Background: an optimization exercise with open tools, aiming at small area. Do not read the settings as production practice.
No functional check of the RTL was part of any run shown here.
Power figures rest on the tool's default switching activity, not on a simulated workload.

==> flow/design.v (outline; a module is shown in full before it is edited, if it fits) <==
// module fft_core: 1587 lines
// module fa: 4 lines
// module ha: 4 lines
module fft_core (
   input               clk,
   input               rst_n,
   input        [3:0]  cfg_point,
   input               cfg_ifft,
   input        [5:0]  cfg_scaling,
   input               in_valid,
   input        [31:0] in_data,
   output logic        out_valid,
   output logic [31:0] out_data
);
  // ...
==> flow/run.sh <==
#!/bin/bash
# synth_recipe.tcl (not shown) runs the flow's synth.tcl, then flattens the netlist and writes it again
# the make line also repeats each setting of config.mk as NAME=value (left out here)
make -C /OpenROAD-flow-scripts/flow DESIGN_CONFIG=/design/flow/config.mk WORK_HOME=/design/flow/orfs CLKGATE_MAP_FILE= SYNTH_SCRIPT=/design/flow/synth_recipe.tcl finish
==> flow/config.mk <==
export PLATFORM = sky130hd
export DESIGN_NAME = fft_core
export DESIGN_NICKNAME = fft_core
export VERILOG_FILES = /design/flow/design.v
export SDC_FILE = /design/flow/constraint.sdc
export NUM_CORES = 4
export LEC_CHECK = 0
export ABC_AREA = 1
export CAP_MARGIN = 0
export CORE_MARGIN = 2
export CORE_UTILIZATION = 60
export CTS_BUF_LIST = sky130_fd_sc_hd__clkbuf_2 sky130_fd_sc_hd__clkbuf_4 sky130_fd_sc_hd__clkbuf_8
export CTS_CLUSTER_DIAMETER = 60
export CTS_CLUSTER_SIZE = 20
export SLEW_MARGIN = 0
export SYNTH_MEMORY_MAX_BITS = 65536
==> flow/constraint.sdc <==
create_clock -name core_clock -period 20.0 [get_ports {clk}]
set_input_delay 4.0000 -clock core_clock [delete_from_list [all_inputs] [get_ports {clk}]]
set_output_delay 4.0000 -clock core_clock [all_outputs]
set_load 0.01 [all_outputs]
==> impl_results.html, run 1 <==
<table>
<tr><th>Metric</th><th>Value</th></tr>
<tr><th colspan="2">Place</th></tr>
<tr><td>Placed Instance Area</td><td>23,170 um^2</td></tr>
<tr><th colspan="2">Pwr</th></tr>
<tr><td>Total combinational power</td><td>0.00128 W</td></tr>
<tr><td>Part of the power in the clock network</td><td>18.6%</td></tr>
<tr><th colspan="2">Route</th></tr>
<tr><td>Max Used Layer</td><td>met4</td></tr>
<tr><td>Detailed Route Iter0 Violations</td><td>1,527</td></tr>
<tr><th colspan="2">Timing</th></tr>
<tr><td>Final hold slack</td><td>302.0 ps</td></tr>
<tr><td>Tmin final</td><td>19,340 ps</td></tr>
<tr><th colspan="2">Die</th></tr>
<tr><td>Number of cell rows</td><td>70</td></tr>
<tr><td>Well-tap cell count</td><td>468</td></tr>
<tr><td>Boundary Pins</td><td>79</td></tr>
<tr><th colspan="2">Layout</th></tr>
<tr><td>Clock-cell share</td><td>3.033%</td></tr>
<tr><td>Final net count</td><td>3,102</td></tr>
<tr><td>Clock buffer count</td><td>32</td></tr>
<tr><td>Number of multi-input combinational cells</td><td>1,769</td></tr>
<tr><td>Multi-input gate share of total cell area</td><td>57.98%</td></tr>
<tr><th colspan="2">GRT</th></tr>
<tr><td>Global Route met2 Usage</td><td>60.72%</td></tr>
<tr><th colspan="2">Setup path</th></tr>
<tr><td>Path length in cells of the critical path</td><td>59</td></tr>
<tr><td>Register-to-Register Path Depth</td><td>51</td></tr>
<tr><th colspan="2">Synthesis</th></tr>
<tr><td>Summed instance area of the synthesized netlist</td><td>22,090 um^2</td></tr>
<tr><td>Fraction of the mapped netlist area in adder cells</td><td>31.27%</td></tr>
<tr><td>Share of the synthesized netlist area taken by xor and xnor gates</td><td>0.3172%</td></tr>
<tr><td>Syn_nets</td><td>3,081</td></tr>
<tr><th colspan="2">Clock network</th></tr>
<tr><td>Clock-pin transition on the worst setup and hold timing paths</td><td>120 ps</td></tr>
<tr><td>H-tree levels</td><td>1</td></tr>
<tr><th colspan="2">Run status</th></tr>
<tr><td>Outcome</td><td>complete, no violations</td></tr>
</table>
==> inputs of run 2 (changes only) <==
--- a/flow/config.mk
+++ b/flow/config.mk
@@ -9,8 +9,9 @@
 export CAP_MARGIN = 0
 export CORE_MARGIN = 2
-export CORE_UTILIZATION = 60
+export CORE_UTILIZATION = 75
 export CTS_BUF_LIST = sky130_fd_sc_hd__clkbuf_2 sky130_fd_sc_hd__clkbuf_4 sky130_fd_sc_hd__clkbuf_8
 export CTS_CLUSTER_DIAMETER = 60
 export CTS_CLUSTER_SIZE = 20
+export PLACE_DENSITY = 0.85
 export SLEW_MARGIN = 0
 export SYNTH_MEMORY_MAX_BITS = 65536
==> run 2 against run 1 <==
  * Combinational power about the same
  * Synthesized cell count unchanged
  * Critical path depth decreased by 3
  * Via count grew 7.4%
  * Largest cell class unchanged
  * Still clean
  * Critical path type unchanged
  * Wire length is 5.4% higher
  * Final area fell by 1.5%
  * Clock power fell by 22%
==> impl_results.html, run 2 <==
<table>
<tr><th>Metric</th><th>Value</th></tr>
<tr><th colspan="2">Clock network</th></tr>
<tr><td>Number of buffers inserted for hold repair after clock tree synthesis</td><td>0 (unchanged)</td></tr>
<tr><td>Clock Sink Count</td><td>294 (unchanged)</td></tr>
<tr><td>Clock-pin transition on the worst setup and hold timing paths</td><td>120 ps (about the same)</td></tr>
<tr><td>CTS Root Buffer Type</td><td>sky130_fd_sc_hd__clkbuf_8 (unchanged)</td></tr>
<tr><td>CTS tree</td><td>yes (unchanged)</td></tr>
<tr><td>H-tree levels</td><td>1 (unchanged)</td></tr>
<tr><td>Cts bufs inserted</td><td>23 (was 30)</td></tr>
<tr><td>Clock Path Buffers</td><td>3 (unchanged)</td></tr>
<tr><td>Insertion delay of the later-clocked pin in the worst-skew pair</td><td>620 ps (was 670 ps)</td></tr>
<tr><th colspan="2">Synthesis</th></tr>
<tr><td>Area share of the largest cell type after synthesis</td><td>29.00% (unchanged)</td></tr>
<tr><td>Yosys warns</td><td>3 (unchanged)</td></tr>
<tr><td>Seq/Total Area, Yosys</td><td>26.74% (unchanged)</td></tr>
<tr><td>Synth unique cells</td><td>47 (unchanged)</td></tr>
<tr><td>Most common cell in the netlist</td><td>sky130_fd_sc_hd__nand2_1 (unchanged)</td></tr>
<tr><td>Syn_nets</td><td>3,081 (unchanged)</td></tr>
<tr><td>Most numerous cell types in the synthesized netlist</td><td>518 x sky130_fd_sc_hd__nand2_1, 464 x sky130_fd_sc_hd__inv_1, 338 x sky130_fd_sc_hd__o21ai_0 (unchanged)</td></tr>
<tr><td>Library cell occupying the most area in the post-synthesis netlist</td><td>sky130_fd_sc_hd__fa_1 (unchanged)</td></tr>
<tr><td>Number of enable-type register cells in the synthesized netlist</td><td>2 (unchanged)</td></tr>
<tr><td>Number of instances in the synthesized netlist</td><td>2,675 (unchanged)</td></tr>
<tr><td>Flip-flop and latch count after synthesis</td><td>294 (unchanged)</td></tr>
<tr><td>Share of flip-flops with an asynchronous set or reset after synthesis</td><td>0% (unchanged)</td></tr>
<tr><td>Summed instance area of the synthesized netlist</td><td>22,090 um^2 (unchanged)</td></tr>
<tr><td>Top cells by area in the synthesized netlist</td><td>sky130_fd_sc_hd__fa_1 29%, sky130_fd_sc_hd__dfxtp_1 26%, sky130_fd_sc_hd__nand2_1 8.8% (unchanged)</td></tr>
<tr><td>Flip-flop cell with the highest count after synthesis</td><td>sky130_fd_sc_hd__dfxtp_1 (unchanged)</td></tr>
<tr><td>Synthesized area per cell</td><td>8.257 um^2 (unchanged)</td></tr>
<tr><th colspan="2">Setup path</th></tr>
<tr><td>Critical setup path kind</td><td>register to output port (unchanged)</td></tr>
<tr><td>Largest stage delay, worst path</td><td>510 ps (was 430 ps)</td></tr>
<tr><td>Worst path required time</td><td>16,000 ps (about the same)</td></tr>
<tr><td>Worst reg2reg endpoint</td><td>dl2[16] (unchanged)</td></tr>
<tr><td>CP delay by family, top</td><td>adder cells (unchanged)</td></tr>
<tr><td>Number of buffers and inverters on the critical path</td><td>12 (unchanged)</td></tr>
<tr><td>Worst Setup End Kind</td><td>output port (unchanged)</td></tr>
<tr><td>Crit start category</td><td>register (unchanged)</td></tr>
<tr><td>Largest fanout on the critical path</td><td>8 (was 6)</td></tr>
<tr><td>Register-to-Register Path Depth</td><td>50 (was 51)</td></tr>
<tr><td>Start of the worst register-to-register path</td><td>cd[16] (unchanged)</td></tr>
<tr><td>Worst endpoint data arrival time</td><td>15,670 ps (was 15,340 ps)</td></tr>
<tr><td>Critical-path cell with the highest stage delay</td><td>sky130_fd_sc_hd__fa_1 (was sky130_fd_sc_hd__fa_2)</td></tr>
<tr><td>Internal reg-to-reg setup slack</td><td>3530 ps (was 3660 ps)</td></tr>
<tr><th colspan="2">GRT</th></tr>
<tr><td>Antenna violations before repair</td><td>0 (unchanged)</td></tr>
<tr><td>Via count of the first global-routing pass</td><td>19,930 (was 18,230)</td></tr>
<tr><td>Wire length of the first global-routing pass</td><td>106,400 um (was 101,500 um)</td></tr>
<tr><td>GRT Util Overall</td><td>45.02% (was 34.35%)</td></tr>
<tr><td>GRT Residual Overflow</td><td>0 (unchanged)</td></tr>
<tr><td>Maximum number of pins on one net before global-route repair</td><td>86 (unchanged)</td></tr>
<tr><th colspan="2">Timing</th></tr>
<tr><td>Setup WS post-layout</td><td>329.8 ps (was 659.6 ps)</td></tr>
<tr><td>Final worst clock skew</td><td>40.10 ps (was 39.80 ps)</td></tr>
<tr><td>Tmin final</td><td>19,670 ps (was 19,340 ps)</td></tr>
<tr><td>Final hold slack</td><td>314.1 ps (was 302.0 ps)</td></tr>
<tr><td>Headroom to the max-slew limit</td><td>14.98% (was 14.24%)</td></tr>
<tr><td>Setup violation total in the final timing report</td><td>0 (unchanged)</td></tr>
<tr><td>FMAX</td><td>50.84 MHz (was 51.71 MHz)</td></tr>
<tr><td>Final max-slew violation count</td><td>0 (unchanged)</td></tr>
<tr><td>Final hold vios</td><td>0 (unchanged)</td></tr>
<tr><td>Final worst-path cycle share</td><td>98.35% (was 96.70%)</td></tr>
<tr><td>Measured slew at the worst slew-check pin</td><td>1262 ps (was 1286 ps)</td></tr>
<tr><th colspan="2">Layout</th></tr>
<tr><td>Max FFs per register</td><td>132 (unchanged)</td></tr>
<tr><td>Top register by number of flip-flops</td><td>dl8 (unchanged)</td></tr>
<tr><td>Share of layout cells above drive strength 1</td><td>6.921% (was 7.466%)</td></tr>
<tr><td>Highest-count cells in the layout ignoring fill and taps</td><td>516 x sky130_fd_sc_hd__nand2_1, 463 x sky130_fd_sc_hd__inv_1, 317 x sky130_fd_sc_hd__o21ai_0 (was 514 x sky130_fd_sc_hd__nand2_1, 463 x sky130_fd_sc_hd__inv_1, 308 x sky130_fd_sc_hd__o21ai_0, 308 x sky130_fd_sc_hd__fa_1, 288 x sky130_fd_sc_hd__dfxtp_1)</td></tr>
<tr><td>Count of placed standard cells in the final layout, fillers left out</td><td>3,086 (was 3,187)</td></tr>
<tr><td>Synth-to-Final Area Change</td><td>7.761% (was 9.437%)</td></tr>
<tr><td>Final design area excluding fillers</td><td>23,800 um^2 (was 24,170 um^2)</td></tr>
<tr><td>Antenna diode count</td><td>0 (unchanged)</td></tr>
<tr><td>Final net count</td><td>3,092 (was 3,102)</td></tr>
<tr><td>Largest regs</td><td>dl8: 132 flops, dl4: 64 flops (unchanged)</td></tr>
<tr><td>Most common cell after layout, fill and taps aside</td><td>sky130_fd_sc_hd__nand2_1 (unchanged)</td></tr>
<tr><th colspan="2">Min path</th></tr>
<tr><td>Worst hold path endpoint</td><td>dl8[2][0] (was dl8[1][1])</td></tr>
<tr><td>Worst Hold Class</td><td>register to register (unchanged)</td></tr>
<tr><td>Worst hold stages</td><td>0 (unchanged)</td></tr>
<tr><td>Startpoint of the tightest hold check path</td><td>dl8[1][0] (was dl8[0][1])</td></tr>
<tr><th colspan="2">Pwr</th></tr>
<tr><td>Cell Int Power</td><td>0.001273 W (was 0.001320 W)</td></tr>
<tr><td>Net Switching</td><td>0.001109 W (was 0.001128 W)</td></tr>
<tr><td>Leakage power of the design</td><td>11.27 nW (was 11.42 nW)</td></tr>
<tr><td>Power per unit of standard cell area</td><td>100.1 nW/um^2 (was 101.3 nW/um^2)</td></tr>
<tr><td>Worst supply voltage drop on vdd</td><td>0.00009589 V (was 0.00009202 V)</td></tr>
<tr><td>Combinational power share</td><td>55.0% (was 52.3%)</td></tr>
<tr><td>Part of the power in the clock network</td><td>15.0% (was 18.6%)</td></tr>
<tr><td>Switching share of power</td><td>46.56% (was 46.07%)</td></tr>
<tr><td>Sequential group share of total power</td><td>30.1% (was 29.2%)</td></tr>
<tr><th colspan="2">Route</th></tr>
<tr><td>Residual DRC count</td><td>0 (unchanged)</td></tr>
<tr><td>Average wire per standard cell</td><td>22.05 um (was 20.25 um)</td></tr>
<tr><td>First drt pass iteration count</td><td>9 (was 6)</td></tr>
<tr><td>Met2 wire length</td><td>32,170 um (was 32,660 um)</td></tr>
<tr><td>Detailed Route Iter0 Violations</td><td>2,763 (was 1,527)</td></tr>
<tr><td>DRT antenna net count</td><td>0 (unchanged)</td></tr>
<tr><td>Average vias per placed instance</td><td>6.356 (was 5.732)</td></tr>
<tr><td>DRT met1 WL</td><td>22,320 um (was 24,890 um)</td></tr>
<tr><td>Vias</td><td>19,620 (was 18,270)</td></tr>
<tr><td>Max Used Layer</td><td>met4 (unchanged)</td></tr>
<tr><td>Drt total wl</td><td>68,040 um (was 64,530 um)</td></tr>
<tr><td>Met3 wirelength from detailed routing</td><td>6692 um (was 3517 um)</td></tr>
<tr><th colspan="2">Place</th></tr>
<tr><td>Post-place setup slack</td><td>-23.54 ps (was 126.1 ps)</td></tr>
<tr><td>Port-buffer cells</td><td>78 (unchanged)</td></tr>
<tr><td>Placed Instance Area</td><td>23,080 um^2 (was 23,170 um^2)</td></tr>
<tr><td>Detailed placement HPWL</td><td>51,470 um (was 51,240 um)</td></tr>
<tr><td>Number of cells in the design after placement</td><td>3,037 (was 3,119)</td></tr>
<tr><td>Final weighted congestion in routability-driven placement</td><td>1.034 (was 1.011)</td></tr>
<tr><th colspan="2">Die</th></tr>
<tr><td>Number of cell rows</td><td>62 (was 70)</td></tr>
<tr><td>Vertical die dimension</td><td>175.6 um (was 195.9 um)</td></tr>
<tr><td>Starting density of the core</td><td>76.54% (was 60.62%)</td></tr>
<tr><td>Boundary Pins</td><td>79 (unchanged)</td></tr>
<tr><td>Total die area</td><td>30,840 um^2 (was 38,360 um^2)</td></tr>
<tr><td>Die Span X</td><td>175.6 um (was 195.9 um)</td></tr>
<tr><td>Core area</td><td>28,860 um^2 (was 36,430 um^2)</td></tr>
<tr><th colspan="2">Run</th></tr>
<tr><td>Max-cap violation count</td><td>0 (unchanged)</td></tr>
<tr><th colspan="2">Run status</th></tr>
<tr><td>Outcome</td><td>complete, no violations (unchanged)</td></tr>
</table>
## run 2: cell counts after synthesis
No cell type changed its count.
## run 2: cell type report
cell class / count / area (um^2)
multi-input cells: 1768 / 14030
flip-flops and latches: 294 / 5911
fillers: 1720 / 5056
inverters: 478 / 1794
repair buffers: 121 / 1102
well taps: 384 / 480.5
clock buffers: 26 / 345.3
clock inverters: 15 / 138.9
## run 2: power by group through the flow
stage / Combinational [W] / Clock, W / Sequential (W)
6_report: 0.00131 / 0.000356 / 0.000716
5_1_grt: 0.00147 / 0.000374 / 0.000721
4_1_cts: 0.00126 / 0.000352 / 0.000712
3_5_place_dp: 0.00124 / 0 / 0.000726
3_3_place_gp: 0.00116 / 0 / 0.000722
2_1_floorplan: 0.000894 / 0 / 0.000704
## run 2: routing by layer
metal / up-vias / track usage, %
met5: - / 0
met3: 489 / 10.09
met4: 0 / 34.19
met1: 9215 / 51.10
li1: 8494 / -
met2: 1417 / 74.54
## run 2: cells by family after synthesis
kind of cell	synth area share [%]
AND/OR/NAND/NOR	13.47
flip-flops	26.74
buffers and inverters	10.56
adder cells (fa/ha/maj)	31.27
multiplexers	0.8610
XOR/XNOR	0.3172
AO/OA/AOI/OAI	16.79
## run 2: worst max-delay path by stage
stage / startpoint / endpoint / slack (ps) / depth (start not counted)
2_1_floorplan: cfg_ifft / dl8[0][14] / 1130 / 51
3_3_place_gp: in_data[0] / dl8[0][14] / 360 / 49
3_5_place_dp: cd[0] / out_data[2] / -20 / 58
4_1_cts: dl4[1][0] / out_data[5] / -10 / 58
5_1_grt: cd[0] / out_data[1] / -70 / 58
6_report: dl4[1][0] / out_data[3] / 330 / 56
## run 2: repair_timing
| item | in CTS | in global routing |
|---|---|---|
| setup buffers | 7 | 1 |
| setup endpoints to repair | 30 | 30 |
| resized for setup | 29 | 78 |
| pin swaps | 6 | 10 |
## run 2: per-stage QoR
step / total power, W / utilization, % / TNS (ps)
6_report: 0.002382 / 82.48 / 0
5_1_grt: 0.002564 / 82.48 / -241.1
4_1_cts: 0.002325 / 82.03 / -10.93
3_5_place_dp: 0.001966 / 79.99 / -53.45
3_3_place_gp: 0.001885 / 79.99 / 0
2_1_floorplan: 0.001598 / - / 0

[port drivers added, routing unchanged]
In the flow no input, the clock included, has a driving cell. The finished layouts below were timed again as built, in two steps. Step 1 assumes that a clkbuf_16 drives the clock port and a buf_2 every other input. Step 2 times the ports against the registers' clock, not the clock port: input delays grow and output delays shrink by t, the midpoint of the rising clock arrivals with the driver on. a / b / c = ideal ports / drivers / drivers and shift; a / b = the first two.
run | t (ns) | slack for setup (ns) | worst setup path after step 2 | worst data-port slew with drivers (ns) | cell pins on the clock port's net
run 1 | 0.706 | 0.660 / 0.605 / 0.212 | input to register | 0.06 | 1
run 2 | 0.651 | 0.330 / 0.278 / 0.227 | input to register | 0.04 | 1
After both steps setup and hold are still met in every run listed. For run 1, which loses most, drivers alone change the setup slack by -0.055 ns; drivers and shift together by -0.448 ns.
